From an optimization exercise on the open Yosys and OpenROAD flow, aimed at small area; shortcuts taken in it are not production practice.
RTL that was checked went through simulation tests only; none was proved equivalent to the original.
Function not checked in runs 3 and 4: the RTL went through the layout flow alone.
Power and IR drop assume default switching activity.

==> flow/design.v <==
module alu(OPA, OPB, CIN, INP_VALID, CLK, RST, CMD, CE, MODE, COUT, OFLOW, RES, G, E, L, ERR);
    input [7:0] OPA, OPB;
    input CLK, RST, CE, MODE, CIN;
    input [1:0] INP_VALID;
    input [3:0] CMD;
    output reg [15:0] RES;
    output reg COUT;
    output reg OFLOW;
    output reg G;
    output reg E;
    output reg L;
    output reg ERR;
    wire [3:0] fam_d;
    wire [7:0] xan_d, ybn_d;
    wire       cn_d;
    alu_dec u_dec (.OPA(OPA), .OPB(OPB), .CIN(CIN), .INP_VALID(INP_VALID), .CMD(CMD), .CE(CE), .MODE(MODE),
                   .fam_d(fam_d), .xan_d(xan_d), .ybn_d(ybn_d), .cn_d(cn_d));
    reg [3:0] fam;
    reg [7:0] xan, ybn;
    reg       cn;
    always @(posedge CLK) begin
        fam <= fam_d;
        xan <= xan_d;
        ybn <= ybn_d;
        cn  <= cn_d;
    end
    wire s_alu = ~fam[3] & ~fam[2];                  
    wire s_add = ~fam[3] & ~fam[2] & ~fam[1] & fam[0];
    wire s_sub = ~fam[3] & fam[1] & ~fam[0];
    wire s_sgn = ~fam[3] & fam[1] & fam[0];
    wire s_cmp = ~fam[3] & fam[2] & ~fam[0];
    wire s_err = ~fam[3] & fam[2] & fam[0];
    wire s_lo  = fam[3] & fam[1];                    
    wire s_hi  = fam[3] & fam[0];                    
    wire s_mul = fam[2] & fam[1];                    
    wire s_sft = fam[3] & fam[2] & ~fam[1];          
    wire [8:0] Sn;
    wire [8:0] cyn;
    assign cyn[0] = cn;
    genvar k;
    generate for (k = 0; k < 8; k = k + 1) begin : add
        alu_fa u_fa (.a(xan[k]), .b(ybn[k]), .c(cyn[k]), .s(Sn[k]), .co(cyn[k+1]));
    end endgenerate
    assign Sn[8] = cyn[8];
    wire [8:0] S = ~Sn;
    wire [15:0] P;
    alu_mul u_mul (.xan(xan), .ybn(ybn), .sg(S & {9{s_mul}}), .P(P));
    wire xa7 = ~xan[7];
    wire yb7 = ~ybn[7];
    wire z8  = ~|S[7:0];
    wire r8  = xa7 ^ yb7 ^ S[8];
    wire neg = s_cmp ? ~S[8] : r8;
    wire gel = s_cmp | s_sgn;
    wire [15:0] res_d;
    assign res_d[7:0]  = ({8{s_alu}} & S[7:0]) | ({8{s_lo}} & P[7:0]) | ({8{s_hi}} & P[15:8]) |
                         ({8{s_sft}} & {P[6:0], 1'b0});
    assign res_d[15:8] = ({8{s_mul}} & P[15:8]) | ({8{s_sft}} & P[14:7]) | {8{s_sgn & r8}};
    wire cout_d  = (s_add & S[8]) | (s_sgn & r8);
    wire oflow_d = (s_sub & ~S[8]) | (s_sgn & ~(xa7 ^ yb7) & (S[7] ^ xa7));
    wire g_d     = gel & ~neg & ~z8;
    wire e_d     = gel & ~neg & z8;
    wire l_d     = gel & neg;
    always @(posedge CLK or posedge RST) begin
        if (RST) begin
            RES <= 16'd0;
            COUT <= 1'b0;
            OFLOW <= 1'b0;
            G <= 1'b0;
            E <= 1'b0;
            L <= 1'b0;
            ERR <= 1'b0;
        end else begin
            RES <= res_d;
            COUT <= cout_d;
            OFLOW <= oflow_d;
            G <= g_d;
            E <= e_d;
            L <= l_d;
            ERR <= s_err;
        end
    end
endmodule
module alu_dec(OPA, OPB, CIN, INP_VALID, CMD, CE, MODE, fam_d, xan_d, ybn_d, cn_d);
    input [7:0] OPA, OPB;
    input CE, MODE, CIN;
    input [1:0] INP_VALID;
    input [3:0] CMD;
    output [3:0] fam_d;
    output [7:0] xan_d, ybn_d;
    output cn_d;
    wire [3:0] t;
    wire yinv, yen;
    wire [7:0] oh;
    alu_ctl u_ctl (.OPB(OPB), .CIN(CIN), .INP_VALID(INP_VALID), .CMD(CMD), .CE(CE), .MODE(MODE),
                   .fam_d(fam_d), .t(t), .yinv(yinv), .yen(yen), .oh(oh), .cn_d(cn_d));
    genvar k;
    generate for (k = 0; k < 8; k = k + 1) begin : bitk
        alu_xbit u_x (.a(OPA[k]), .b(OPB[k]), .t(t), .xn(xan_d[k]));
        alu_ybit u_y (.b(OPB[k]), .yinv(yinv), .yen(yen), .oh(oh[k]), .yn(ybn_d[k]));
    end endgenerate
endmodule
module alu_xbit(a, b, t, xn);
    input a, b;
    input [3:0] t;
    output xn;
    assign xn = ~(a ? (b ? t[3] : t[2]) : (b ? t[1] : t[0]));
endmodule
module alu_ybit(b, yinv, yen, oh, yn);
    input b, yinv, yen, oh;
    output yn;
    assign yn = ~(((b ^ yinv) & yen) | oh);
endmodule
module alu_ctl(OPB, CIN, INP_VALID, CMD, CE, MODE, fam_d, t, yinv, yen, oh, cn_d);
    input [7:0] OPB;
    input CE, MODE, CIN;
    input [1:0] INP_VALID;
    input [3:0] CMD;
    output [3:0] fam_d;
    output reg [3:0] t;
    output yinv, yen;
    output [7:0] oh;
    output cn_d;
    wire M = MODE;
    wire [3:0] C = CMD;
    wire [2:0] s = OPB[2:0];
    wire q = CIN & (&OPB);        
    wire e = |OPB[7:3];           
    wire unA1 = M & ~C[3] & C[2] & ~C[1];    
    wire unB1 = M & ~C[3] & C[2] & C[1];     
    wire unA0 = ~M & ((~C[3] & C[2] & C[1] & ~C[0]) | (C[3] & ~C[2] & ~C[1]));   
    wire unB0 = ~M & ((~C[3] & C[2] & C[1] & C[0]) | (C[3] & ~C[2] & C[1]));     
    wire exists = M ? ~(C[3] & C[2] & (C[1] | C[0])) : ~(C[3] & C[2] & C[1]);
    wire vok = ((unA1 | unA0) & INP_VALID[0]) | ((unB1 | unB0) & INP_VALID[1]) |
               (~(unA1 | unA0 | unB1 | unB0) & INP_VALID[0] & INP_VALID[1]);
    wire ok = CE & exists & vok;
    reg [3:0] f;
    always @* begin
        if (M) begin
            if (~C[3]) f = {2'b00, C[0] & ~(C[1] & ~C[2] & q), ~C[2] & (~C[0] | (C[1] & q))};
            else case (C[2:0])
                3'd0: f = 4'b0100;
                3'd1: f = 4'b1110;
                3'd2: f = 4'b1100;
                default: f = 4'b0011;
            endcase
        end else begin
            if (~C[3]) f = 4'b0000;
            else if (~C[2]) f = {2'b10, C[0], ~C[0]};
            else f = e ? 4'b0101 : 4'b1011;
        end
    end
    assign fam_d = ok ? f : 4'b1000;
    assign yen  = M & ~(~C[3] & C[2] & ~C[1]);
    assign yinv = C[3] ? (~C[1] & ~C[0]) : (C[0] & ~C[2]);
    wire yff  = M & ~C[3] & C[2] & ~C[1] & C[0];    
    wire ohen = ~M & C[3];
    wire dir = C[0] ^ ~C[2];
    wire [2:0] r;
    assign r[0] = s[0] | ~C[2];
    assign r[1] = C[2] ? (s[1] ^ (dir & s[0])) : dir;
    assign r[2] = C[2] ? (s[2] ^ (dir & (s[1] | s[0]))) : dir;
    wire [3:0] lo = {r[1] & r[0], r[1] & ~r[0], ~r[1] & r[0], ~r[1] & ~r[0]} | {4{yff}};
    wire [1:0] hi = ({r[2], ~r[2]} & {2{ohen}}) | {2{yff}};
    assign oh = {lo & {4{hi[1]}}, lo & {4{hi[0]}}};
    reg c_d;
    always @* begin
        if (M) begin
            if (~C[3]) c_d = C[2] ? ~C[0] : (C[1] ? (CIN ^ C[0]) : C[0]);
            else       c_d = ~(C[1] & C[0]);
        end else c_d = 1'b0;
    end
    assign cn_d = ~c_d;
    always @* begin
        if (M) t = C[3] ? 4'b1100 : (C[2] & C[1]) ? {4{C[0]}} : 4'b1100;
        else case (C)
            4'd0: t = 4'b1000;   
            4'd1: t = 4'b0111;   
            4'd2: t = 4'b1110;   
            4'd3: t = 4'b0001;   
            4'd4: t = 4'b0110;   
            4'd5: t = 4'b1001;   
            4'd6: t = 4'b0011;   
            4'd7: t = 4'b0101;   
            4'd10, 4'd11: t = 4'b1010;  
            default: t = 4'b1100;   
        endcase
    end
endmodule
module alu_mul(xan, ybn, sg, P);
    input [7:0] xan, ybn;
    input [8:0] sg;
    output [15:0] P;
    wire [7:0] pp [0:7];
    genvar k;
    generate for (k = 0; k < 8; k = k + 1) begin : ppg
        assign pp[k] = ~({8{xan[k]}} | ybn);
    end endgenerate
    wire fs1, fc2;
    wire fs3, fc4;
    wire fs5, fc6;
    wire fs7, fc8;
    wire fs9, fc10;
    wire fs11, fc12;
    wire fs13, fc14;
    wire fs15, fc16;
    wire fs17, fc18;
    wire fs19, fc20;
    wire fs21, fc22;
    wire fs23, fc24;
    wire fs25, fc26;
    wire fs27, fc28;
    wire fs29, fc30;
    wire fs31, fc32;
    wire fs33, fc34;
    wire fs35, fc36;
    wire fs37, fc38;
    wire fs39, fc40;
    wire fs41, fc42;
    wire fs43, fc44;
    wire fs45, fc46;
    wire fs47, fc48;
    wire fs49, fc50;
    wire fs51, fc52;
    wire fs53, fc54;
    wire fs55, fc56;
    wire fs57, fc58;
    wire fs59, fc60;
    wire fs61, fc62;
    wire fs63, fc64;
    wire fs65, fc66;
    wire fs67, fc68;
    wire fs69, fc70;
    wire fs71, fc72;
    wire fs73, fc74;
    wire fs75, fc76;
    wire fs77, fc78;
    wire fs79, fc80;
    wire fs81, fc82;
    wire fs83, fc84;
    wire fs85, fc86;
    wire fs87, fc88;
    wire fs89, fc90;
    wire fs91, fc92;
    wire fs93, fc94;
    wire fs95, fc96;
    wire fs97, fc98;
    wire fs99, fc100;
    wire fs101, fc102;
    wire fs103, fc104;
    wire fs105, fc106;
    wire fs107, fc108;
    wire fs109, fc110;
    wire fs111, fc112;
    wire hs113, hc114;
    wire hs115, hc116;
    wire hs117, hc118;
    wire hs119, hc120;
    wire hs121, hc122;
    wire hs123, hc124;
    wire hs125, hc126;
    wire hs127, hc128;
    wire hs129, hc130;
    wire hs131, hc132;
    wire hs133, hc134;
    wire hs135, hc136;
    wire hs137, hc138;
    wire hs139, hc140;
    wire hs141, hc142;
    wire xs143;
    alu_fa u_fs1 (.a(pp[0][1]), .b(pp[1][0]), .c(sg[1]), .s(fs1), .co(fc2));
    alu_fa u_fs3 (.a(pp[0][2]), .b(pp[1][1]), .c(pp[2][0]), .s(fs3), .co(fc4));
    alu_fa u_fs5 (.a(fs3), .b(fc2), .c(sg[2]), .s(fs5), .co(fc6));
    alu_fa u_fs7 (.a(pp[0][3]), .b(pp[1][2]), .c(pp[2][1]), .s(fs7), .co(fc8));
    alu_fa u_fs9 (.a(pp[3][0]), .b(fc4), .c(fs7), .s(fs9), .co(fc10));
    alu_fa u_fs11 (.a(fs9), .b(sg[3]), .c(fc6), .s(fs11), .co(fc12));
    alu_fa u_fs13 (.a(pp[0][4]), .b(pp[1][3]), .c(pp[2][2]), .s(fs13), .co(fc14));
    alu_fa u_fs15 (.a(pp[3][1]), .b(pp[4][0]), .c(fc8), .s(fs15), .co(fc16));
    alu_fa u_fs17 (.a(fs13), .b(fc10), .c(fs15), .s(fs17), .co(fc18));
    alu_fa u_fs19 (.a(fs17), .b(sg[4]), .c(fc12), .s(fs19), .co(fc20));
    alu_fa u_fs21 (.a(pp[0][5]), .b(pp[1][4]), .c(pp[2][3]), .s(fs21), .co(fc22));
    alu_fa u_fs23 (.a(pp[3][2]), .b(pp[4][1]), .c(pp[5][0]), .s(fs23), .co(fc24));
    alu_fa u_fs25 (.a(fc14), .b(fs21), .c(fs23), .s(fs25), .co(fc26));
    alu_fa u_fs27 (.a(fc16), .b(fs25), .c(fc18), .s(fs27), .co(fc28));
    alu_fa u_fs29 (.a(fs27), .b(fc20), .c(sg[5]), .s(fs29), .co(fc30));
    alu_fa u_fs31 (.a(pp[0][6]), .b(pp[1][5]), .c(pp[2][4]), .s(fs31), .co(fc32));
    alu_fa u_fs33 (.a(pp[3][3]), .b(pp[4][2]), .c(pp[5][1]), .s(fs33), .co(fc34));
    alu_fa u_fs35 (.a(pp[6][0]), .b(fc22), .c(fc24), .s(fs35), .co(fc36));
    alu_fa u_fs37 (.a(fs31), .b(fs33), .c(fc26), .s(fs37), .co(fc38));
    alu_fa u_fs39 (.a(fs35), .b(fs37), .c(fc28), .s(fs39), .co(fc40));
    alu_fa u_fs41 (.a(fs39), .b(sg[6]), .c(fc30), .s(fs41), .co(fc42));
    alu_fa u_fs43 (.a(pp[0][7]), .b(pp[1][6]), .c(pp[2][5]), .s(fs43), .co(fc44));
    alu_fa u_fs45 (.a(pp[3][4]), .b(pp[4][3]), .c(pp[5][2]), .s(fs45), .co(fc46));
    alu_fa u_fs47 (.a(pp[6][1]), .b(pp[7][0]), .c(fc32), .s(fs47), .co(fc48));
    alu_fa u_fs49 (.a(fc34), .b(fs43), .c(fs45), .s(fs49), .co(fc50));
    alu_fa u_fs51 (.a(fc36), .b(fs47), .c(fs49), .s(fs51), .co(fc52));
    alu_fa u_fs53 (.a(fc38), .b(fs51), .c(fc40), .s(fs53), .co(fc54));
    alu_fa u_fs55 (.a(fs53), .b(sg[7]), .c(fc42), .s(fs55), .co(fc56));
    alu_fa u_fs57 (.a(pp[1][7]), .b(pp[2][6]), .c(pp[3][5]), .s(fs57), .co(fc58));
    alu_fa u_fs59 (.a(pp[4][4]), .b(pp[5][3]), .c(pp[6][2]), .s(fs59), .co(fc60));
    alu_fa u_fs61 (.a(pp[7][1]), .b(fc44), .c(fc46), .s(fs61), .co(fc62));
    alu_fa u_fs63 (.a(fs57), .b(fs59), .c(fc48), .s(fs63), .co(fc64));
    alu_fa u_fs65 (.a(fc50), .b(fs61), .c(fs63), .s(fs65), .co(fc66));
    alu_fa u_fs67 (.a(fc52), .b(fs65), .c(fc54), .s(fs67), .co(fc68));
    alu_fa u_fs69 (.a(fs67), .b(sg[8]), .c(fc56), .s(fs69), .co(fc70));
    alu_fa u_fs71 (.a(pp[2][7]), .b(pp[3][6]), .c(pp[4][5]), .s(fs71), .co(fc72));
    alu_fa u_fs73 (.a(pp[5][4]), .b(pp[6][3]), .c(pp[7][2]), .s(fs73), .co(fc74));
    alu_fa u_fs75 (.a(fc58), .b(fc60), .c(fs71), .s(fs75), .co(fc76));
    alu_fa u_fs77 (.a(fs73), .b(fc62), .c(fs75), .s(fs77), .co(fc78));
    alu_fa u_fs79 (.a(fc64), .b(fs77), .c(fc66), .s(fs79), .co(fc80));
    alu_fa u_fs81 (.a(fs79), .b(fc68), .c(fc70), .s(fs81), .co(fc82));
    alu_fa u_fs83 (.a(pp[3][7]), .b(pp[4][6]), .c(pp[5][5]), .s(fs83), .co(fc84));
    alu_fa u_fs85 (.a(pp[6][4]), .b(pp[7][3]), .c(fc72), .s(fs85), .co(fc86));
    alu_fa u_fs87 (.a(fc74), .b(fs83), .c(fc76), .s(fs87), .co(fc88));
    alu_fa u_fs89 (.a(fs85), .b(fc78), .c(fs87), .s(fs89), .co(fc90));
    alu_fa u_fs91 (.a(fs89), .b(fc80), .c(fc82), .s(fs91), .co(fc92));
    alu_fa u_fs93 (.a(pp[4][7]), .b(pp[5][6]), .c(pp[6][5]), .s(fs93), .co(fc94));
    alu_fa u_fs95 (.a(pp[7][4]), .b(fc84), .c(fs93), .s(fs95), .co(fc96));
    alu_fa u_fs97 (.a(fc86), .b(fs95), .c(fc88), .s(fs97), .co(fc98));
    alu_fa u_fs99 (.a(fc90), .b(fs97), .c(fc92), .s(fs99), .co(fc100));
    alu_fa u_fs101 (.a(pp[5][7]), .b(pp[6][6]), .c(pp[7][5]), .s(fs101), .co(fc102));
    alu_fa u_fs103 (.a(fc94), .b(fs101), .c(fc96), .s(fs103), .co(fc104));
    alu_fa u_fs105 (.a(fs103), .b(fc98), .c(fc100), .s(fs105), .co(fc106));
    alu_fa u_fs107 (.a(pp[6][7]), .b(pp[7][6]), .c(fc102), .s(fs107), .co(fc108));
    alu_fa u_fs109 (.a(fs107), .b(fc104), .c(fc106), .s(fs109), .co(fc110));
    alu_fa u_fs111 (.a(pp[7][7]), .b(fc108), .c(fc110), .s(fs111), .co(fc112));
    alu_ha u_hs113 (.a(pp[0][0]), .b(sg[0]), .s(hs113), .co(hc114));
    alu_ha u_hs115 (.a(fs1), .b(hc114), .s(hs115), .co(hc116));
    alu_ha u_hs117 (.a(fs5), .b(hc116), .s(hs117), .co(hc118));
    alu_ha u_hs119 (.a(fs11), .b(hc118), .s(hs119), .co(hc120));
    alu_ha u_hs121 (.a(fs19), .b(hc120), .s(hs121), .co(hc122));
    alu_ha u_hs123 (.a(fs29), .b(hc122), .s(hs123), .co(hc124));
    alu_ha u_hs125 (.a(fs41), .b(hc124), .s(hs125), .co(hc126));
    alu_ha u_hs127 (.a(fs55), .b(hc126), .s(hs127), .co(hc128));
    alu_ha u_hs129 (.a(fs69), .b(hc128), .s(hs129), .co(hc130));
    alu_ha u_hs131 (.a(fs81), .b(hc130), .s(hs131), .co(hc132));
    alu_ha u_hs133 (.a(fs91), .b(hc132), .s(hs133), .co(hc134));
    alu_ha u_hs135 (.a(fs99), .b(hc134), .s(hs135), .co(hc136));
    alu_ha u_hs137 (.a(fs105), .b(hc136), .s(hs137), .co(hc138));
    alu_ha u_hs139 (.a(fs109), .b(hc138), .s(hs139), .co(hc140));
    alu_ha u_hs141 (.a(fs111), .b(hc140), .s(hs141), .co(hc142));
    assign xs143 = fc112 ^ hc142;
    assign P = {xs143, hs141, hs139, hs137, hs135, hs133, hs131, hs129, hs127, hs125, hs123, hs121, hs119, hs117, hs115, hs113};
endmodule
module alu_fa(a, b, c, s, co);
    input a, b, c;
    output s, co;
    assign s  = a ^ b ^ c;
    assign co = (a & b) | (a & c) | (b & c);
endmodule
module alu_ha(a, b, s, co);
    input a, b;
    output s, co;
    assign s  = a ^ b;
    assign co = a & b;
endmodule
==> flow/flow/run.sh <==
#!/bin/bash
# Standard ORFS flow, with the port buffers made from the smallest buffer cell
# and no dummy loads in the clock tree. make's full output goes to flow.log.
set -eo pipefail
export BUFFER_PORTS_ARGS="-buffer_cell sky130_fd_sc_hd__buf_1"
export REMOVE_ABC_BUFFERS=1
export CTS_ARGS="-sink_clustering_enable -repair_clock_nets -buf_list sky130_fd_sc_hd__clkbuf_4 -sink_clustering_size 10 -dont_use_dummy_load"
bash standard.sh > flow.log 2>&1
==> flow/standard.sh <==
#!/bin/bash
# synth_recipe.tcl (not shown) runs the flow's synth.tcl, then flattens the netlist and writes it again
# the make line also repeats each setting of config.mk as NAME=value (left out here)
make -C /OpenROAD-flow-scripts/flow DESIGN_CONFIG=/design/flow/config.mk WORK_HOME=/design/flow/orfs CLKGATE_MAP_FILE= SYNTH_SCRIPT=/design/flow/synth_recipe.tcl "${@:-finish}"
==> flow/config.mk <==
export PLATFORM = sky130hd
export DESIGN_NAME = alu
export DESIGN_NICKNAME = alu
export VERILOG_FILES = /design/flow/design.v
export SDC_FILE = /design/flow/constraint.sdc
export NUM_CORES = 4
export LEC_CHECK = 0
export CAP_MARGIN = 20
export CORE_MARGIN = 2
export CORE_UTILIZATION = 40
export GPL_TIMING_DRIVEN = 0
export SLEW_MARGIN = 20
export SYNTH_HIERARCHICAL = 1
==> flow/constraint.sdc <==
create_clock -name core_clock -period 8.0 [get_ports {CLK}]
set_input_delay 1.6000 -clock core_clock [delete_from_list [all_inputs] [get_ports {CLK}]]
set_output_delay 1.6000 -clock core_clock [all_outputs]
set_load 0.01 [all_outputs]
==> metrics.yaml, run 1 <==
global_route:
  grt_pass1_wl_mm: 16.6
  grt_antenna_before_repair: 0
  grt_start_max_net_pins: 30
  grt-ovfl-total: 0
  first_global_vias: 3419
  grt_use_total_pct: 16.1
yosys:
  yosys_warnings: 9
  yosys.area_share.xor_xnor_pct: 2.99
  synthDominantAreaCellType: "fa_1"
  synthFlopType: "dfrtp_1"
  async_s_r_ff_share_synth_pct: 51.2
  yosys.area_share.simple_pct: 15.2
  ys_ff_latch: 43
  synth_sequential_area_ratio_pct: 21.1
  leading_cell_types_by_count_after_synthesis: "91 x nor2_1, 64 x fa_1, 22 x dfrtp_1"
  muxShareOfSynthArea_pct: 4.35
  synth_top_family_by_area: "adder cells"
  netlist_top_cells_area: "fa_1 28%, dfrtp_1 12%, dfxtp_1 9.1%"
  synth_cell_type_count: 63
  mappedNetlistArea_um2: 4600
  synthesized_area_fraction_occupied_by_ao_oa_aoi_and_oai_cells_pct: 13.1
  netlist_instances: 450
  postSynthAreaPerCell_um2: 10.2
  synth_enable_flop_cells: 0
  synth_area_in_adders_pct: 33.5
  yosysMostFrequentCell: "nor2_1"
  synth.top_cell.area_share_pct: 27.8
detailed_routing:
  totalWireLength_mm: 9.68
  via_per_inst: 5.39
  remaining_drc_errors: 0
  dr_total_vias: 3257
  postRouteAntennaNets: 0
  drt_pre_antenna_iters: 4
  wire_per_inst_um: 16.0
  drt-initial-drc-count: 151
cells_and_area:
  nNetsFinal: 575
  n_fill_cell: 1107
  n_antenna_cell: 0
  post_route_cells_drive_above_1_share_pct: 10.8
  area_delta_synth_final_pct: 2.26
  post-route-cell-area_um2: 4710
placed_design:
  place_congestion: 0.831
  place_hpwl_mm: 7.53
  dp_slack_ns: -0.135
  port_buffers: 48
  dpl-instance-area_um2: 4570
sta:
  relSlewSlack_pct: 33.1
  max_freq_ghz: 0.129
  setup_viol: 0
  final_min_period_over_clock_period_pct: 96.5
  final.setup.worst_slack_ns: 0.276
  timing_hold_violations_final: 0
  tightest_slew_ns: 1.00
  final_period_minus_worst_setup_slack_ns: 7.72
  skew_ns: 0.0245
  finalMaxSlewViolations: 0
floorplan:
  core_area_um2: 11300
  placement_rows: 39
  chipWidth_um: 111
  dieArea_um2: 12400
  start_util_pct: 40.7
  die_h_um: 111
  pin_count: 49
worst_setup_path:
  reg2reg_setup_slack_ns: 0.28
  worst-endpoint-required_ns: 8.20
  worstPathArrival_ns: 7.93
  setup.worst_path.end_class: "flop"
  criticalPathCategory: "flop to flop"
  critical_path.max_fanout: 2
  timing.critical_path.from_type: "flop"
pwr:
  vdd_drop_max_uv: 94.8
  total_leakage_power_nw: 2.08
  power_per_cell_area_nw_per_um2: 184
clock_tree:
  clk_latency_ns: 0.34
  cts-buffers-inserted: 5
  htree_num_levels: 2
  ctsLongestPathBuffers: 2
  tritoncts: "yes"
  clk_root_buffer_cell: "clkbuf_4"
  clkSinkCount: 43
  worst_setup_hold_path_clk_slew_ns: 0.11
worst_hold_path:
  path_class_of_the_lowest_slack_min_delay_path: "flop to flop"
status:
  run_status: "timing/DRC/antenna clean"
job:
  max_cap_viol_count: 0
==> metal layers <==
layer | vias up | global-route usage, % | part of all wire [%]
met1 | 1613 | 22.7 | 45
met4 | 0 | 3.21 | 1.3
met3 | 13 | 2.52 | 4.4
li1 | 1532 | - | -
met2 | 99 | 26.7 | 49
met5 | - | 0 | 0
==> critical path: stages, from the launching register on <==
cell and delay, ns:
dfxtp_4 0.38, fa_2 0.39, fa_2 0.58, nor2_1 0.06, fa_1 0.41, fa_2 0.38
fa_2 0.35, fa_1 0.40, fa_2 0.37, fa_1 0.38, fa_1 0.39, fa_2 0.35
fa_1 0.38, fa_1 0.39, fa_2 0.35, fa_1 0.38, fa_1 0.39, fa_1 0.45
ha_1 0.22, xor2_1 0.17, a22oi_1 0.15, o21ai_1 0.09, o2bb2ai_1 0.17
==> Yosys stat by module, one instance, submodules excluded, excerpt <==
module	copies in the design	area (µm²)	cells inside	flip-flops and latches
alu	1	1560	135	43
alu_ctl	1	703	107	0
alu_mul	1	554	97	0
alu_xbit	8	26.3	2	0
alu_fa	64	20.0	1	0
alu_ybit	8	13.8	2	0
alu_ha	15	12.5	1	0
==> flip-flops by register name, summed over array words and instances, names as in the netlist <==
signal / cells
COUT: 1
E: 1
xan: 8
ybn: 8
L: 1
OFLOW: 1
fam: 4
cn: 1
ERR: 1
RES: 16
G: 1
==> timing repair <==
item / 4_1_cts / 5_1_grt
pin swaps: 3 / 1
setup endpoints to repair: 3 / 4
buffers inserted: 5 / 1
resized for setup: 10 / 9
hold buffers: 0 / 0
endpoints found under the hold margin: 0 / 0
==> final timing paths <==
check	start	cells after the start	end
worst max-delay path	xan[0]	22	RES[7]
worst min-delay path	fam[3]	2	RES[0]
worst max register to register	xan[0]	22	RES[7]
worst min register to register	fam[3]	2	RES[0]
max in group asynchronous	RST	2	RES[4]
min in group asynchronous	RST	2	COUT
==> report_power, final <==
group	internal, mW	switching [mW]	total (mW)	leakage (nW)
registers	0.234	0.0385	0.273	0.480
clock network	0.0294	0.0579	0.0873	0.0230
logic	0.230	0.275	0.505	1.57
==> cells by family after synthesis <==
| group | after synthesis |
|---|---|
| mux | 10 |
| flops | 43 |
| simple gates | 149 |
| compound gates | 86 |
| buf+inv | 63 |
| fa+ha+maj | 85 |
| xor+xnor | 14 |
==> area by class of cell <==
| class | count | area (µm²) | area share, % |
|---|---|---|---|
| timing repair buffer | 54 | 225 | 4.78 |
| tap | 143 | 179 | 3.80 |
| inverter | 15 | 56.3 | 1.20 |
| multi-input combinational | 344 | 3230 | 68.6 |
| sequential | 43 | 978 | 20.8 |
| clock buffer | 5 | 37.5 | 0.797 |
==> metrics by stage <==
step	std cells	power [mW]	TNS (ns)	util, %	hold WS, ns
4_1_cts	603	0.868	0	41.2	0.723
3_5_place_dp	593	0.763	-0.266	40.4	0.698
3_3_place_gp	593	0.752	-0.192	40.4	0.681
5_1_grt	604	0.950	-0.0144	41.6	0.776
2_1_floorplan	402	0.611	0	-	0.571
6_report	604	0.865	0	41.6	0.726
==> cell usage in the layout (no fill, tap or decap), types with 2 or more instances in the layout <==
cell type / count
o2bb2ai_1: 7
or2_2: 3
o21ai_1: 13
a21oi_1: 14
nor3_1: 8
nor2b_1: 6
a22oi_1: 14
clkbuf_4: 5
and2_1: 2
buf_1: 48
nand2_1: 18
nand4_1: 4
and3b_1: 2
a31oi_1: 3
o21ai_0: 9
nor2_2: 2
xor2_1: 12
fa_1: 51
a311oi_1: 2
inv_1: 14
mux4_2: 8
dfxtp_1: 19
ha_1: 21
dfxtp_4: 2
o32a_1: 3
a211oi_2: 2
mux2i_1: 2
nor2_1: 91
dfrtp_1: 22
fa_2: 13
o21a_1: 2
o21bai_1: 2
buf_4: 6
==> run 2, diff against run 1 <==
==> flow/flow/run.sh (replaced) <==
#!/bin/bash
# Standard ORFS flow, with the port buffers made from the smallest buffer cell
# and no dummy loads in the clock tree. make's full output goes to flow.log.
set -eo pipefail
export BUFFER_PORTS_ARGS="-buffer_cell sky130_fd_sc_hd__buf_1"
export REMOVE_ABC_BUFFERS=1
export CTS_ARGS="-sink_clustering_enable -repair_clock_nets -buf_list sky130_fd_sc_hd__clkbuf_4 -sink_clustering_size 8 -sink_clustering_max_diameter 50 -dont_use_dummy_load"
bash standard.sh > flow.log 2>&1
==> run 2 against run 1 <==
  * Fmax is the same
  * Clock skew is the same
  * Still clean on timing, DRC and antenna
  * Sequential share of layout area is the same
  * Sequential power is essentially flat
  * Utilization is the same
  * Largest power group unchanged
==> metrics.yaml, run 2 <==
status:
  run_status: "timing/DRC/antenna clean"
yosys:
  yosys_warnings: 9
  netlist_instances: 450
  ys_ff_latch: 43
  synthFlopType: "dfrtp_1"
  yosysMostFrequentCell: "nor2_1"
  mappedNetlistArea_um2: 4600
  async_s_r_ff_share_synth_pct: 51.2
  postSynthAreaPerCell_um2: 10.2
  synth_cell_type_count: 63
  synth_enable_flop_cells: 0
  synth_sequential_area_ratio_pct: 21.1
  netlist_top_cells_area: "fa_1 28%, dfrtp_1 12%, dfxtp_1 9.1%"
  synthDominantAreaCellType: "fa_1"
  leading_cell_types_by_count_after_synthesis: "91 x nor2_1, 64 x fa_1, 22 x dfrtp_1"
  synth.top_cell.area_share_pct: 27.8
job:
  max_cap_viol_count: 0
cells_and_area:
  post_route_cells_drive_above_1_share_pct: 10.8
  nNetsFinal: 575
  most_common_library_cell_in_the_layout_ignoring_fill_and_taps: "nor2_1"
  max_flop_register: "RES"
  finish.cell_count_without_fillers: 604
  area_delta_synth_final_pct: 2.26
  layout.area.seq_um2: 978
  most_used_cells_in_the_layout_excluding_fill_and_tap_cells: "91 x nor2_1, 51 x fa_1, 48 x buf_1"
  n_antenna_cell: 0
  n_fill_cell: 1107
  number_of_flip_flops_in_the_largest_register: 16
  top_regs: "RES: 16 flops, xan: 8 flops, ybn: 8 flops"
  multi_input_comb_area_um2: 3230
worst_setup_path:
  r2r_start: "xan[0]"
  reg2reg_setup_slack_ns: 0.28
  criticalPathCategory: "flop to flop"
  worst-endpoint-required_ns: 8.20
  setup.worst_path.end_class: "flop"
  critical_path.max_fanout: 2
  rr_worst_depth: 22
  worstPathArrival_ns: 7.93
  crit-reg2reg-capture: "RES[7]"
  timing.critical_path.from_type: "flop"
  critical_path_source: "xan[0]"
clock_tree:
  clkSinkCount: 43
  ctsLongestPathBuffers: 2
  cts-buffers-inserted: 5
  cts_hold_buffers: 0
  worst_setup_hold_path_clk_slew_ns: 0.11
  clk_latency_ns: 0.34
  tritoncts: "yes"
  clk_root_buffer_cell: "clkbuf_4"
  htree_num_levels: 2
detailed_routing:
  wire_per_inst_um: 16.0
  wl_met3_um: 423
  dr_total_vias: 3257
  drt-initial-drc-count: 151
  remaining_drc_errors: 0
  dr_wl_met2_mm: 4.76
  met1_routed_length_mm: 4.37
  drt_pre_antenna_iters: 4
  dr.max_layer_used: "met4"
  postRouteAntennaNets: 0
  totalWireLength_mm: 9.68
  via_per_inst: 5.39
floorplan:
  chipWidth_um: 111
  die_h_um: 111
  pin_count: 49
  core_area_um2: 11300
  start_util_pct: 40.7
  placement_rows: 39
  dieArea_um2: 12400
sta:
  final_min_period_over_clock_period_pct: 96.5
  max_freq_ghz: 0.129
  setup_viol: 0
  skew_ns: 0.0245
  tightest_slew_ns: 1.00
  finalMaxSlewViolations: 0
  timing_hold_violations_final: 0
  relSlewSlack_pct: 33.1
  setup-tns-final_ns: 0
  final_period_minus_worst_setup_slack_ns: 7.72
global_route:
  first_global_vias: 3419
  grt_pass1_wl_mm: 16.6
  grt_antenna_before_repair: 0
  grt_use_total_pct: 16.1
  grt-ovfl-total: 0
  grt_start_max_net_pins: 30
worst_hold_path:
  holdPathEnd: "RES[0]"
  path_class_of_the_lowest_slack_min_delay_path: "flop to flop"
  timing.hold.worst_path_depth: 2
  hold_wc_startpoint: "fam[3]"
pwr:
  total_leakage_power_nw: 2.08
  power_per_cell_area_nw_per_um2: 184
  vdd_drop_max_uv: 94.8
placed_design:
  place_congestion: 0.831
  place_hpwl_mm: 7.53
  port_buffers: 48
  numPlacedInstances: 593
[run 2: per-module statistics from Yosys, one instance, submodules excluded, excerpt]
| module | times used | flip-flops and latches |
|---|---|---|
| alu_mul | 1 | 0 |
| alu | 1 | 43 |
| alu_fa | 64 | 0 |
| alu_ctl | 1 | 0 |
| alu_ha | 15 | 0 |
| alu_ybit | 8 | 0 |
| alu_xbit | 8 | 0 |
[run 2: worst max-delay path by stage]
stage	end	slack [ns]	cells after the start
floorplan	RES[7]	0.32	22
CTS	RES[7]	0.05	22
global placement	RES[7]	-0.1	22
global route	RES[6]	-0.01	21
detailed placement	RES[7]	-0.13	22
finish	RES[7]	0.28	22
[run 2: repair_timing]
item,CTS,global route
setup endpoints to repair,3,4
gates resized for setup,10,9
cloned,0,0
pin swaps,3,1
buffers inserted,5,1
endpoints found under the hold margin,0,0
[run 2: cell families (layout without fill, tap and decap cells)]
group	count (synthesis)	in the layout	synth area share, %
flip-flops	43	43	21.1
multiplexers	10	10	4.35
adder cells (fa/ha/maj)	85	85	33.5
AO/OA/AOI/OAI	86	86	13.1
buffers and inverters	63	74	9.70
XOR/XNOR	14	14	2.99
AND/OR/NAND/NOR	149	149	15.2
[run 2: routing by layer]
layer	GRT usage, %	vias up
met1	22.7	1613
met4	3.21	0
li1	-	1532
met3	2.52	13
met5	0	-
met2	26.7	99
[run 2: layout make-up]
type / instances / area share (%)
multi-input cells: 344 / 68.6
repair buffers: 54 / 4.78
clock buffers: 5 / 0.797
flip-flops and latches: 43 / 20.8
well taps: 143 / 3.80
inverters: 15 / 1.20
[run 2: critical path: stages, from the launching register on]
cell       delay (ns)
dfxtp_4          0.38
fa_2             0.39
fa_2             0.58
nor2_1           0.06
fa_1             0.41
fa_2             0.38
fa_2             0.35
fa_1             0.40
fa_2             0.37
fa_1             0.38
fa_1             0.39
fa_2             0.35
fa_1             0.38
fa_1             0.39
fa_2             0.35
fa_1             0.38
fa_1             0.39
fa_1             0.45
ha_1             0.22
xor2_1           0.17
a22oi_1          0.15
o21ai_1          0.09
o2bb2ai_1        0.17
[run 2: stage by stage]
stage | instance area [µm²] | setup WS [ns] | hold WS [ns] | util, % | power (mW)
after global routing | 4710 | -0.0106 | 0.776 | 41.6 | 0.950
final | 4710 | 0.276 | 0.726 | 41.6 | 0.865
after detailed placement | 4570 | -0.135 | 0.698 | 40.4 | 0.763
after floorplan | 4210 | 0.320 | 0.571 | - | 0.611
after CTS | 4670 | 0.0471 | 0.723 | 41.2 | 0.868
after global placement | 4570 | -0.0996 | 0.681 | 40.4 | 0.752
[run 2: report_power, final]
part	internal, mW	total [mW]	switching [mW]
Combinational	0.230	0.505	0.275
Clock	0.0294	0.0873	0.0579
Sequential	0.234	0.273	0.0385
==> run 3, diff against run 2 <==
--- a/flow/design.v
+++ b/flow/design.v
@@ -24,16 +24,18 @@
         ybn <= ybn_d;
         cn  <= cn_d;
     end
-    wire s_alu = ~fam[3] & ~fam[2];                  
+    wire s_pos = ~fam[3] & ~fam[2] & ~(fam[1] & fam[0]);   
+    wire s_neg = ~fam[3] & fam[2] & ~fam[0];              
     wire s_add = ~fam[3] & ~fam[2] & ~fam[1] & fam[0];
-    wire s_sub = ~fam[3] & fam[1] & ~fam[0];
-    wire s_sgn = ~fam[3] & fam[1] & fam[0];
-    wire s_cmp = ~fam[3] & fam[2] & ~fam[0];
-    wire s_err = ~fam[3] & fam[2] & fam[0];
-    wire s_lo  = fam[3] & fam[1];                    
-    wire s_hi  = fam[3] & fam[0];                    
-    wire s_mul = fam[2] & fam[1];                    
-    wire s_sft = fam[3] & fam[2] & ~fam[1];          
+    wire s_sub = ~fam[3] & fam[2] & ~fam[1] & ~fam[0];
+    wire s_sgn = ~fam[3] & fam[1] & ~fam[0];
+    wire s_cmp = ~fam[3] & fam[2] & fam[0];
+    wire s_err = ~fam[3] & ~fam[2] & fam[1] & fam[0];
+    wire s_inv = fam[2];                                  
+    wire s_lo  = fam[3] & fam[1];                         
+    wire s_hi  = fam[3] & fam[0];                         
+    wire s_mul = fam[2] & fam[1] & ~fam[0] & fam[3];      
+    wire s_sft = fam[3] & fam[2] & ~fam[1];               
     wire [8:0] Sn;
     wire [8:0] cyn;
     assign cyn[0] = cn;
@@ -47,18 +49,20 @@
     alu_mul u_mul (.xan(xan), .ybn(ybn), .sg(S & {9{s_mul}}), .P(P));
     wire xa7 = ~xan[7];
     wire yb7 = ~ybn[7];
-    wire z8  = ~|S[7:0];
-    wire r8  = xa7 ^ yb7 ^ S[8];
-    wire neg = s_cmp ? ~S[8] : r8;
+    wire zdet = s_inv ? (&S[7:0]) : ~|S[7:0];             
+    wire r8  = xa7 ^ yb7 ^ S[8] ^ s_inv;
+    wire ovf = ~(xa7 ^ yb7) & (S[7] ^ xa7);
+    wire neg = s_cmp ? S[8] : r8;
     wire gel = s_cmp | s_sgn;
     wire [15:0] res_d;
-    assign res_d[7:0]  = ({8{s_alu}} & S[7:0]) | ({8{s_lo}} & P[7:0]) | ({8{s_hi}} & P[15:8]) |
+    assign res_d[7:0]  = ({8{s_pos}} & S[7:0]) | ({8{s_neg}} & Sn[7:0]) |
+                         ({8{s_lo}} & P[7:0]) | ({8{s_hi}} & P[15:8]) |
                          ({8{s_sft}} & {P[6:0], 1'b0});
     assign res_d[15:8] = ({8{s_mul}} & P[15:8]) | ({8{s_sft}} & P[14:7]) | {8{s_sgn & r8}};
     wire cout_d  = (s_add & S[8]) | (s_sgn & r8);
-    wire oflow_d = (s_sub & ~S[8]) | (s_sgn & ~(xa7 ^ yb7) & (S[7] ^ xa7));
-    wire g_d     = gel & ~neg & ~z8;
-    wire e_d     = gel & ~neg & z8;
+    wire oflow_d = (s_sub & S[8]) | (s_sgn & ovf);
+    wire g_d     = gel & ~neg & ~zdet;
+    wire e_d     = gel & ~neg & zdet;
     wire l_d     = gel & neg;
     always @(posedge CLK or posedge RST) begin
         if (RST) begin
@@ -89,14 +93,14 @@
     output [7:0] xan_d, ybn_d;
     output cn_d;
     wire [3:0] t;
-    wire yinv, yen;
+    wire yen;
     wire [7:0] oh;
     alu_ctl u_ctl (.OPB(OPB), .CIN(CIN), .INP_VALID(INP_VALID), .CMD(CMD), .CE(CE), .MODE(MODE),
-                   .fam_d(fam_d), .t(t), .yinv(yinv), .yen(yen), .oh(oh), .cn_d(cn_d));
+                   .fam_d(fam_d), .t(t), .yen(yen), .oh(oh), .cn_d(cn_d));
     genvar k;
     generate for (k = 0; k < 8; k = k + 1) begin : bitk
         alu_xbit u_x (.a(OPA[k]), .b(OPB[k]), .t(t), .xn(xan_d[k]));
-        alu_ybit u_y (.b(OPB[k]), .yinv(yinv), .yen(yen), .oh(oh[k]), .yn(ybn_d[k]));
+        alu_ybit u_y (.b(OPB[k]), .yen(yen), .oh(oh[k]), .yn(ybn_d[k]));
     end endgenerate
 endmodule
 module alu_xbit(a, b, t, xn);
@@ -105,19 +109,19 @@
     output xn;
     assign xn = ~(a ? (b ? t[3] : t[2]) : (b ? t[1] : t[0]));
 endmodule
-module alu_ybit(b, yinv, yen, oh, yn);
-    input b, yinv, yen, oh;
+module alu_ybit(b, yen, oh, yn);
+    input b, yen, oh;
     output yn;
-    assign yn = ~(((b ^ yinv) & yen) | oh);
+    assign yn = ~((b & yen) | oh);
 endmodule
-module alu_ctl(OPB, CIN, INP_VALID, CMD, CE, MODE, fam_d, t, yinv, yen, oh, cn_d);
+module alu_ctl(OPB, CIN, INP_VALID, CMD, CE, MODE, fam_d, t, yen, oh, cn_d);
     input [7:0] OPB;
     input CE, MODE, CIN;
     input [1:0] INP_VALID;
     input [3:0] CMD;
     output [3:0] fam_d;
     output reg [3:0] t;
-    output yinv, yen;
+    output yen;
     output [7:0] oh;
     output cn_d;
     wire M = MODE;
@@ -136,42 +140,40 @@
     reg [3:0] f;
     always @* begin
         if (M) begin
-            if (~C[3]) f = {2'b00, C[0] & ~(C[1] & ~C[2] & q), ~C[2] & (~C[0] | (C[1] & q))};
-            else case (C[2:0])
-                3'd0: f = 4'b0100;
-                3'd1: f = 4'b1110;
-                3'd2: f = 4'b1100;
-                default: f = 4'b0011;
+            case (C)
+                4'd0, 4'd2:  f = 4'b0001;
+                4'd1, 4'd3, 4'd5, 4'd7: f = 4'b0100;
+                4'd4, 4'd6:  f = 4'b0000;
+                4'd8:        f = 4'b0101;
+                4'd9:        f = 4'b1110;
+                4'd10:       f = 4'b1100;
+                4'd11:       f = 4'b0010;
+                default:     f = 4'b0110;
             endcase
         end else begin
             if (~C[3]) f = 4'b0000;
             else if (~C[2]) f = {2'b10, C[0], ~C[0]};
-            else f = e ? 4'b0101 : 4'b1011;
+            else f = e ? 4'b0011 : 4'b1011;
         end
     end
     assign fam_d = ok ? f : 4'b1000;
-    assign yen  = M & ~(~C[3] & C[2] & ~C[1]);
-    assign yinv = C[3] ? (~C[1] & ~C[0]) : (C[0] & ~C[2]);
-    wire yff  = M & ~C[3] & C[2] & ~C[1] & C[0];    
+    assign yen = M & (C[3] | ~C[2]) & ~(~C[3] & ~C[2] & C[1] & C[0] & q);
     wire ohen = ~M & C[3];
     wire dir = C[0] ^ ~C[2];
     wire [2:0] r;
     assign r[0] = s[0] | ~C[2];
     assign r[1] = C[2] ? (s[1] ^ (dir & s[0])) : dir;
     assign r[2] = C[2] ? (s[2] ^ (dir & (s[1] | s[0]))) : dir;
-    wire [3:0] lo = {r[1] & r[0], r[1] & ~r[0], ~r[1] & r[0], ~r[1] & ~r[0]} | {4{yff}};
-    wire [1:0] hi = ({r[2], ~r[2]} & {2{ohen}}) | {2{yff}};
+    wire [3:0] lo = {r[1] & r[0], r[1] & ~r[0], ~r[1] & r[0], ~r[1] & ~r[0]};
+    wire [1:0] hi = {r[2], ~r[2]} & {2{ohen}};
     assign oh = {lo & {4{hi[1]}}, lo & {4{hi[0]}}};
-    reg c_d;
-    always @* begin
-        if (M) begin
-            if (~C[3]) c_d = C[2] ? ~C[0] : (C[1] ? (CIN ^ C[0]) : C[0]);
-            else       c_d = ~(C[1] & C[0]);
-        end else c_d = 1'b0;
-    end
+    wire c_d = M & ((~C[3] & C[2]) | (~C[3] & ~C[2] & C[1] & CIN & ~(C[0] & q)) |
+                    (C[3] & ~C[2] & ~C[1] & C[0]));
     assign cn_d = ~c_d;
+    wire inv = C[3] ? (~C[1] & ~C[0]) : C[0];
+    wire opb = ~C[3] & C[2] & C[1];
     always @* begin
-        if (M) t = C[3] ? 4'b1100 : (C[2] & C[1]) ? {4{C[0]}} : 4'b1100;
+        if (M) t = opb ? (inv ? 4'b0101 : 4'b1010) : (inv ? 4'b0011 : 4'b1100);
         else case (C)
             4'd0: t = 4'b1000;   
             4'd1: t = 4'b0111;   
==> flow/flow/run.sh (replaced) <==
#!/bin/bash
# Standard ORFS flow, with the port buffers made from the smallest buffer cell
# and no dummy loads in the clock tree. make's full output goes to flow.log.
set -eo pipefail
export BUFFER_PORTS_ARGS="-buffer_cell sky130_fd_sc_hd__buf_1"
export CTS_ARGS="-sink_clustering_enable -repair_clock_nets -buf_list sky130_fd_sc_hd__clkbuf_8 -dont_use_dummy_load"
bash standard.sh > flow.log 2>&1
--- a/flow/config.mk
+++ b/flow/config.mk
@@ -8,6 +8,5 @@
 export CAP_MARGIN = 20
 export CORE_MARGIN = 2
 export CORE_UTILIZATION = 40
-export GPL_TIMING_DRIVEN = 0
 export SLEW_MARGIN = 20
 export SYNTH_HIERARCHICAL = 1
==> run 3 against run 2 <==
  * Still clean
  * Non-clock buffer count grew 10
  * Area after synthesis is essentially flat
  * Clock skew shrank 0.0083 ns
  * Register-to-register slack lost 0.06 ns
  * Critical endpoint unchanged
  * Highest routed layer unchanged
==> metrics.yaml, run 3 <==
status:
  run_status: "timing/DRC/antenna clean"
detailed_routing:
  dr_total_vias: 3316
  wire_per_inst_um: 15.6
  postRouteAntennaNets: 0
  totalWireLength_mm: 9.61
  remaining_drc_errors: 0
  via_per_inst: 5.37
  drt_pre_antenna_iters: 4
  drt-initial-drc-count: 177
global_route:
  globalRouteMet1Util_pct: 22.9
  grt_pass1_wl_mm: 16.1
  use_met3_pct: 3.01
  grt-ovfl-total: 0
  grt_use_total_pct: 15.7
  grt_antenna_before_repair: 0
  first_global_vias: 3241
  grt_start_max_net_pins: 24
  global_route.peak_usage_layer: "met2"
  met2_usage_pct: 24.1
floorplan:
  die_h_um: 111
  pin_count: 49
  chipWidth_um: 111
  start_util_pct: 40.6
  placement_rows: 39
  dieArea_um2: 12400
  core_area_um2: 11300
yosys:
  leading_cell_types_by_count_after_synthesis: "103 x nor2_1, 64 x fa_1, 22 x dfrtp_1, 22 x ha_1, 21 x dfxtp_1"
  async_s_r_ff_share_synth_pct: 51.2
  synthFlopType: "dfrtp_1"
  yosysMostFrequentCell: "nor2_1"
  mappedNetlistArea_um2: 4600
  synth_sequential_area_ratio_pct: 21.1
  synthDominantAreaCellType: "fa_1"
  netlist_instances: 453
  synth_cell_type_count: 60
  synth_enable_flop_cells: 0
  netlist_top_cells_area: "fa_1 28%, dfrtp_1 12%, dfxtp_1 9.1%"
  ys_ff_latch: 43
  synth.top_cell.area_share_pct: 27.8
  postSynthAreaPerCell_um2: 10.2
  yosys_warnings: 9
pwr:
  total_leakage_power_nw: 2.12
  power.clock.fraction_pct: 14.0
  switching_share_of_power_pct: 40.8
  p_int_mw: 0.507
  seq_power_share_pct: 32.6
  power_switching_mw: 0.349
  power_per_cell_area_nw_per_um2: 179
  vdd_drop_max_uv: 96.1
  pwr-share-comb_pct: 53.4
cells_and_area:
  n_fill_cell: 1139
  finalCoreUtilization_pct: 42.3
  area_delta_synth_final_pct: 4.11
  nNetsFinal: 589
  n_antenna_cell: 0
  most_common_library_cell_in_the_layout_ignoring_fill_and_taps: "nor2_1"
  most_used_cells_in_the_layout_excluding_fill_and_tap_cells: "103 x nor2_1, 58 x fa_1, 48 x buf_1"
  max_flop_register: "RES"
  number_of_flip_flops_in_the_largest_register: 16
  post-route-cell-area_um2: 4790
  top_regs: "RES: 16 flops, xan: 8 flops, ybn: 8 flops"
  post_route_cells_drive_above_1_share_pct: 10.8
clock_tree:
  worst_setup_hold_path_clk_slew_ns: 0.08
  clk_root_buffer_cell: "clkbuf_8"
  ctsLongestPathBuffers: 2
  tritoncts: "yes"
  clk_latency_ns: 0.30
  htree_num_levels: 2
  cts_hold_buffers: 0
  cts-buffers-inserted: 5
  clkSinkCount: 43
sta:
  finalMaxSlewViolations: 0
  setup_viol: 0
  setup-tns-final_ns: 0
  skew_ns: 0.0162
  final_min_period_over_clock_period_pct: 97.3
  tightest_slew_ns: 0.921
  final_period_minus_worst_setup_slack_ns: 7.78
  max_freq_ghz: 0.129
  relSlewSlack_pct: 38.6
  timing_hold_violations_final: 0
  tightest_hold_margin_ns: 0.632
  grt_setup_unrepaired: "false"
worst_setup_path:
  timing.critical_path.from_type: "flop"
  worstPathArrival_ns: 7.97
  setup.worst_path.end_class: "flop"
  r2r_start: "xan[0]"
  critical_path_source: "xan[0]"
  worst-endpoint-required_ns: 8.19
  criticalPathCategory: "flop to flop"
  critical_path.max_fanout: 2
placed_design:
  port_buffers: 48
  place_congestion: 0.847
  dpl-instance-area_um2: 4690
  place_hpwl_mm: 7.60
worst_hold_path:
  path_class_of_the_lowest_slack_min_delay_path: "flop to flop"
  hold_wc_startpoint: "fam[0]"
job:
  max_cap_viol_count: 0
run 3: worst paths after layout:
kind	to	slack [ns]	depth (start not counted)
worst max-delay path	RES[7]	0.22	21
worst min-delay path	L	0.63	3
worst max register to register	RES[7]	0.22	21
worst min register to register	L	0.63	3
max in group asynchronous	RES[1]	6.10	2
min in group asynchronous	RES[3]	1.40	2
run 3: modules after synthesis (local to each module, per instance), excerpt:
module | cells inside | flip-flops and latches | area, µm²
alu | 155 | 43 | 1680
alu_ctl | 98 | 0 | 614
alu_mul | 97 | 0 | 554
alu_xbit | 2 | 0 | 26.3
alu_fa | 1 | 0 | 20.0
alu_ha | 1 | 0 | 12.5
alu_ybit | 1 | 0 | 8.76
run 3: metrics by stage:
stage | std cells | worst slack, ns | total power [mW]
after global routing | 617 | 0.00858 | 0.936
final | 617 | 0.218 | 0.856
after CTS | 617 | 0.0392 | 0.858
after detailed placement | 612 | 0.0382 | 0.735
after global placement | 612 | 0.114 | 0.727
after floorplan | 453 | 0.137 | 0.662
run 3: area by class of cell:
cell class | instances | area [µm²] | area share (%)
well taps | 143 | 179 | 3.73
inverters | 16 | 60.1 | 1.25
multi-input cells | 346 | 3210 | 67.0
flip-flops and latches | 43 | 971 | 20.3
repair buffers | 64 | 300 | 6.27
clock buffers | 5 | 68.8 | 1.44
run 3: what timing repair did:
item                                    in CTS  in global routing
setup buffers                                0                  0
endpoints found under the setup margin       0                  4
resized for setup                            0                  7
run 3: layer usage:
| layer | vias up | wire length (µm) |
|---|---|---|
| met5 | - | 0 |
| met4 | 0 | 93 |
| met2 | 113 | 4420 |
| met3 | 7 | 579 |
| li1 | 1572 | - |
| met1 | 1624 | 4510 |
run 3: worst max-delay path, stage by stage (launching register included):
cell,delay (ns)
dfxtp_1,0.32
fa_1,0.44
fa_1,0.40
fa_1,0.40
fa_2,0.55
nor2_1,0.06
fa_1,0.42
fa_2,0.36
fa_2,0.37
fa_1,0.39
fa_1,0.39
fa_1,0.39
fa_1,0.40
fa_2,0.35
fa_2,0.36
fa_1,0.40
fa_2,0.36
fa_1,0.52
ha_4,0.19
xor2_1,0.16
a22o_1,0.18
a221o_1,0.28
run 3: kinds of logic after synthesis:
| kind of cell | count (synthesis) | synth area share, % |
|---|---|---|
| AOI/OAI and AO/OA | 76 | 12.6 |
| xor gates and xnor gates | 7 | 1.74 |
| and+or+nand+nor | 167 | 16.4 |
| DFF | 43 | 21.1 |
| adders and majority gates | 86 | 33.8 |
| muxes | 10 | 4.57 |
| buffers and inverters | 64 | 9.71 |
run 3: power by group through the flow:
stage | Combinational [mW] | Sequential [mW] | Clock, mW
2_1_floorplan | 0.385 | 0.277 | 0
5_1_grt | 0.519 | 0.285 | 0.133
6_report | 0.457 | 0.279 | 0.120
4_1_cts | 0.456 | 0.279 | 0.123
3_5_place_dp | 0.451 | 0.284 | 0
3_3_place_gp | 0.443 | 0.284 | 0
==> run 4, diff against run 3 <==
--- a/flow/flow/run.sh
+++ b/flow/flow/run.sh
@@ -3,5 +3,6 @@
 # and no dummy loads in the clock tree. make's full output goes to flow.log.
 set -eo pipefail
 export BUFFER_PORTS_ARGS="-buffer_cell sky130_fd_sc_hd__buf_1"
+export REMOVE_ABC_BUFFERS=1
 export CTS_ARGS="-sink_clustering_enable -repair_clock_nets -buf_list sky130_fd_sc_hd__clkbuf_8 -dont_use_dummy_load"
 bash standard.sh > flow.log 2>&1
--- a/flow/config.mk
+++ b/flow/config.mk
@@ -8,5 +8,6 @@
 export CAP_MARGIN = 20
 export CORE_MARGIN = 2
 export CORE_UTILIZATION = 40
+export GPL_TIMING_DRIVEN = 0
 export SLEW_MARGIN = 20
 export SYNTH_HIERARCHICAL = 1
==> run 4 against run 3 <==
  * Wire length up 0.56%
  * Clock power about the same
  * Via count about the same
  * Critical endpoint unchanged
==> metrics.yaml, run 4 <==
pwr:
  power_per_cell_area_nw_per_um2: 182
  power.clock.fraction_pct: 13.7
  total_leakage_power_nw: 2.07
  seq_power_share_pct: 33.5
  switching_share_of_power_pct: 41.2
  power_switching_mw: 0.357
  p_int_mw: 0.508
  pwr-share-comb_pct: 52.8
  p_total_mw: 0.865
  vdd_drop_max_uv: 111
sta:
  relSlewSlack_pct: 37.2
  final_min_period_over_clock_period_pct: 97.4
  max_freq_ghz: 0.128
  grt_setup_unrepaired: "false"
  timing_hold_violations_final: 0
  setup_viol: 0
  finalMaxSlewViolations: 0
  final_period_minus_worst_setup_slack_ns: 7.79
  skew_ns: 0.0223
  tightest_slew_ns: 0.939
yosys:
  async_s_r_ff_share_synth_pct: 51.2
  yosysMostFrequentCell: "nor2_1"
  netlist_instances: 453
  synth_enable_flop_cells: 0
  synthDominantAreaCellType: "fa_1"
  postSynthAreaPerCell_um2: 10.2
  netlist_top_cells_area: "fa_1 28%, dfrtp_1 12%, dfxtp_1 9.1%"
  synth.top_cell.area_share_pct: 27.8
  mappedNetlistArea_um2: 4600
  synth_sequential_area_ratio_pct: 21.1
  leading_cell_types_by_count_after_synthesis: "103 x nor2_1, 64 x fa_1, 22 x dfrtp_1, 22 x ha_1, 21 x dfxtp_1"
  ys_ff_latch: 43
  synthFlopType: "dfrtp_1"
  synth_cell_type_count: 60
  yosys_warnings: 9
cells_and_area:
  post_route_cells_drive_above_1_share_pct: 11.4
  n_antenna_cell: 0
  nNetsFinal: 579
  number_of_flip_flops_in_the_largest_register: 16
  top_regs: "RES: 16 flops, xan: 8 flops, ybn: 8 flops"
  most_used_cells_in_the_layout_excluding_fill_and_tap_cells: "103 x nor2_1, 48 x fa_1, 48 x buf_1"
  finish.cell_count_without_fillers: 607
  max_flop_register: "RES"
  finalCoreUtilization_pct: 41.9
  most_common_library_cell_in_the_layout_ignoring_fill_and_taps: "nor2_1"
  area_delta_synth_final_pct: 3.18
global_route:
  grt_pass1_wl_mm: 16.4
  grt_use_total_pct: 16.0
  first_global_vias: 3401
  grt_start_max_net_pins: 24
  grt-ovfl-total: 0
  grt_antenna_before_repair: 0
floorplan:
  chipWidth_um: 111
  start_util_pct: 40.6
  die_h_um: 111
  core_area_um2: 11300
  pin_count: 49
  dieArea_um2: 12400
  placement_rows: 39
clock_tree:
  htree_num_levels: 2
  clk_root_buffer_cell: "clkbuf_8"
  clk_latency_ns: 0.30
  ctsLongestPathBuffers: 2
  clkSinkCount: 43
  worst_setup_hold_path_clk_slew_ns: 0.08
  tritoncts: "yes"
  cts-buffers-inserted: 5
detailed_routing:
  postRouteAntennaNets: 0
  drt_pre_antenna_iters: 5
  remaining_drc_errors: 0
  via_per_inst: 5.46
  drt-initial-drc-count: 159
  wire_per_inst_um: 15.9
  totalWireLength_mm: 9.66
  dr_total_vias: 3317
placed_design:
  port_buffers: 48
  place_congestion: 0.884
  numPlacedInstances: 596
  place_hpwl_mm: 7.62
worst_setup_path:
  critical_path.max_fanout: 9
  rr_worst_depth: 21
  cp_slowest_stage_delay_ns: 0.58
  worst-endpoint-required_ns: 8.16
  timing.critical_path.from_type: "flop"
  critPathSlowestCell: "fa_2"
  worstPathArrival_ns: 7.95
  critical-path-top-cell-by-count: "fa_2"
  timing.critical_path.cells: "fa_2 -> fa_2 -> fa_2 -> fa_2 -> fa_2 -> fa_2 -> fa_2 -> fa_2 -> nor2_1 -> fa_2 -> fa_1 -> fa_2 -> fa_2 -> fa_2 -> fa_2 -> fa_2 -> fa_1 -> ha_4 -> xor2_1 -> a22o_1 -> a221o_1"
  criticalPathCategory: "flop to flop"
  setup.worst_path.end_class: "flop"
status:
  run_status: "timing/DRC/antenna clean"
worst_hold_path:
  path_class_of_the_lowest_slack_min_delay_path: "flop to flop"
  timing.hold.worst_path_depth: 2
job:
  max_cap_viol_count: 0
run 4: area by class of cell:
type	count	area [µm²]
fill	1127	6570
multi-input combinational	346	3240
sequential	43	978
timing repair buffer	54	225
tap	143	179
clock buffer	5	68.8
inverter	16	60.1
run 4: kinds of logic (layout without fill, tap and decap cells):
logic type | after synthesis | in the layout | synth area share, %
DFF | 43 | 43 | 21.1
AOI/OAI and AO/OA | 76 | 76 | 12.6
xor gates and xnor gates | 7 | 7 | 1.74
muxes | 10 | 10 | 4.57
adders and majority gates | 86 | 86 | 33.8
and+or+nand+nor | 167 | 167 | 16.4
buffers and inverters | 64 | 75 | 9.71
run 4: final timing paths:
path	from	slack, ns	end
hold reg to reg	fam[0]	0.69	ERR
min in group asynchronous	RST	1.41	RES[15]
max in group asynchronous	RST	6.08	RES[2]
setup / recovery	ybn[0]	0.21	RES[7]
setup reg to reg	ybn[0]	0.21	RES[7]
hold / removal	fam[0]	0.69	ERR
run 4: through the flow:
step	area, µm²	TNS [ns]	hold slack, ns	setup WS (ns)
floorplan	4220	0	0.590	0.177
global placement	4570	-0.790	0.694	-0.298
detailed placement	4570	-1.07	0.700	-0.374
CTS	4740	0	0.676	0.0153
global route	4750	0	0.721	0.0509
finish	4750	0	0.688	0.207
run 4: worst max-delay path: cells and delay by family (launching register included):
kind / cells / cell delay [ns]
simple gates: 1 / 0.07
compound gates: 2 / 0.49
fa+ha+maj: 17 / 6.52
flops: 1 / 0.39
xor+xnor: 1 / 0.17
run 4: repair_timing:
item                                    CTS  global route
resized for setup                        16             5
hold buffers                              0             0
pin swaps                                 9             2
endpoints found under the setup margin    5             3
buffers inserted                          6             0
run 4: Yosys stat by module, one instance, submodules excluded, a selection:
module	times used	area, µm²
alu	1	1680
alu_ctl	1	614
alu_fa	64	20.0
alu_ha	15	12.5
alu_mul	1	554
alu_xbit	8	26.3
alu_ybit	8	8.76
run 4: power groups by stage:
stage / logic, mW / clock network, mW / registers [mW]
final: 0.457 / 0.118 / 0.290
after global routing: 0.505 / 0.133 / 0.296
after CTS: 0.452 / 0.122 / 0.290
after detailed placement: 0.428 / 0 / 0.295
after global placement: 0.418 / 0 / 0.293
after floorplan: 0.295 / 0 / 0.291
run 4: layer usage:
layer  share of wire [%]  track usage [%]
met1                  44             21.9
met2                  49             26.3
met3                 5.2             2.73
met4                 1.8             4.77
met5                   0                0

==> afterwards: timing with drivers on the ports <==
How much do the figures lean on ideal ports? The routed layouts below were timed once more, with nothing changed but the port constraints. Step 1, drivers: a clkbuf_16 drives CLK and a buf_2 each remaining input, both assumed. Step 2 times the ports against the registers' clock, not the clock port: input delays grow and output delays shrink by t, the midpoint of the rising clock arrivals with the driver on. Three values: no drivers, after step 1, after step 2; two values: the first two.
run | t, ns | setup slack, ns | worst setup path after step 2 | clock arrival spread, ns | worst data-port slew with drivers (ns)
run 1 | 0.357 | 0.276 / 0.276 / 0.276 | register to register | 0.025 / 0.025 | 0.03
run 2 | 0.357 | 0.276 / 0.276 / 0.276 | register to register | 0.025 / 0.025 | 0.03
run 3 | 0.322 | 0.218 / 0.218 / 0.218 | register to register | 0.016 / 0.017 | 0.03
run 4 | 0.316 | 0.207 / 0.207 / 0.207 | register to register | 0.022 / 0.022 | 0.05
After both steps every run listed still meets setup and hold.
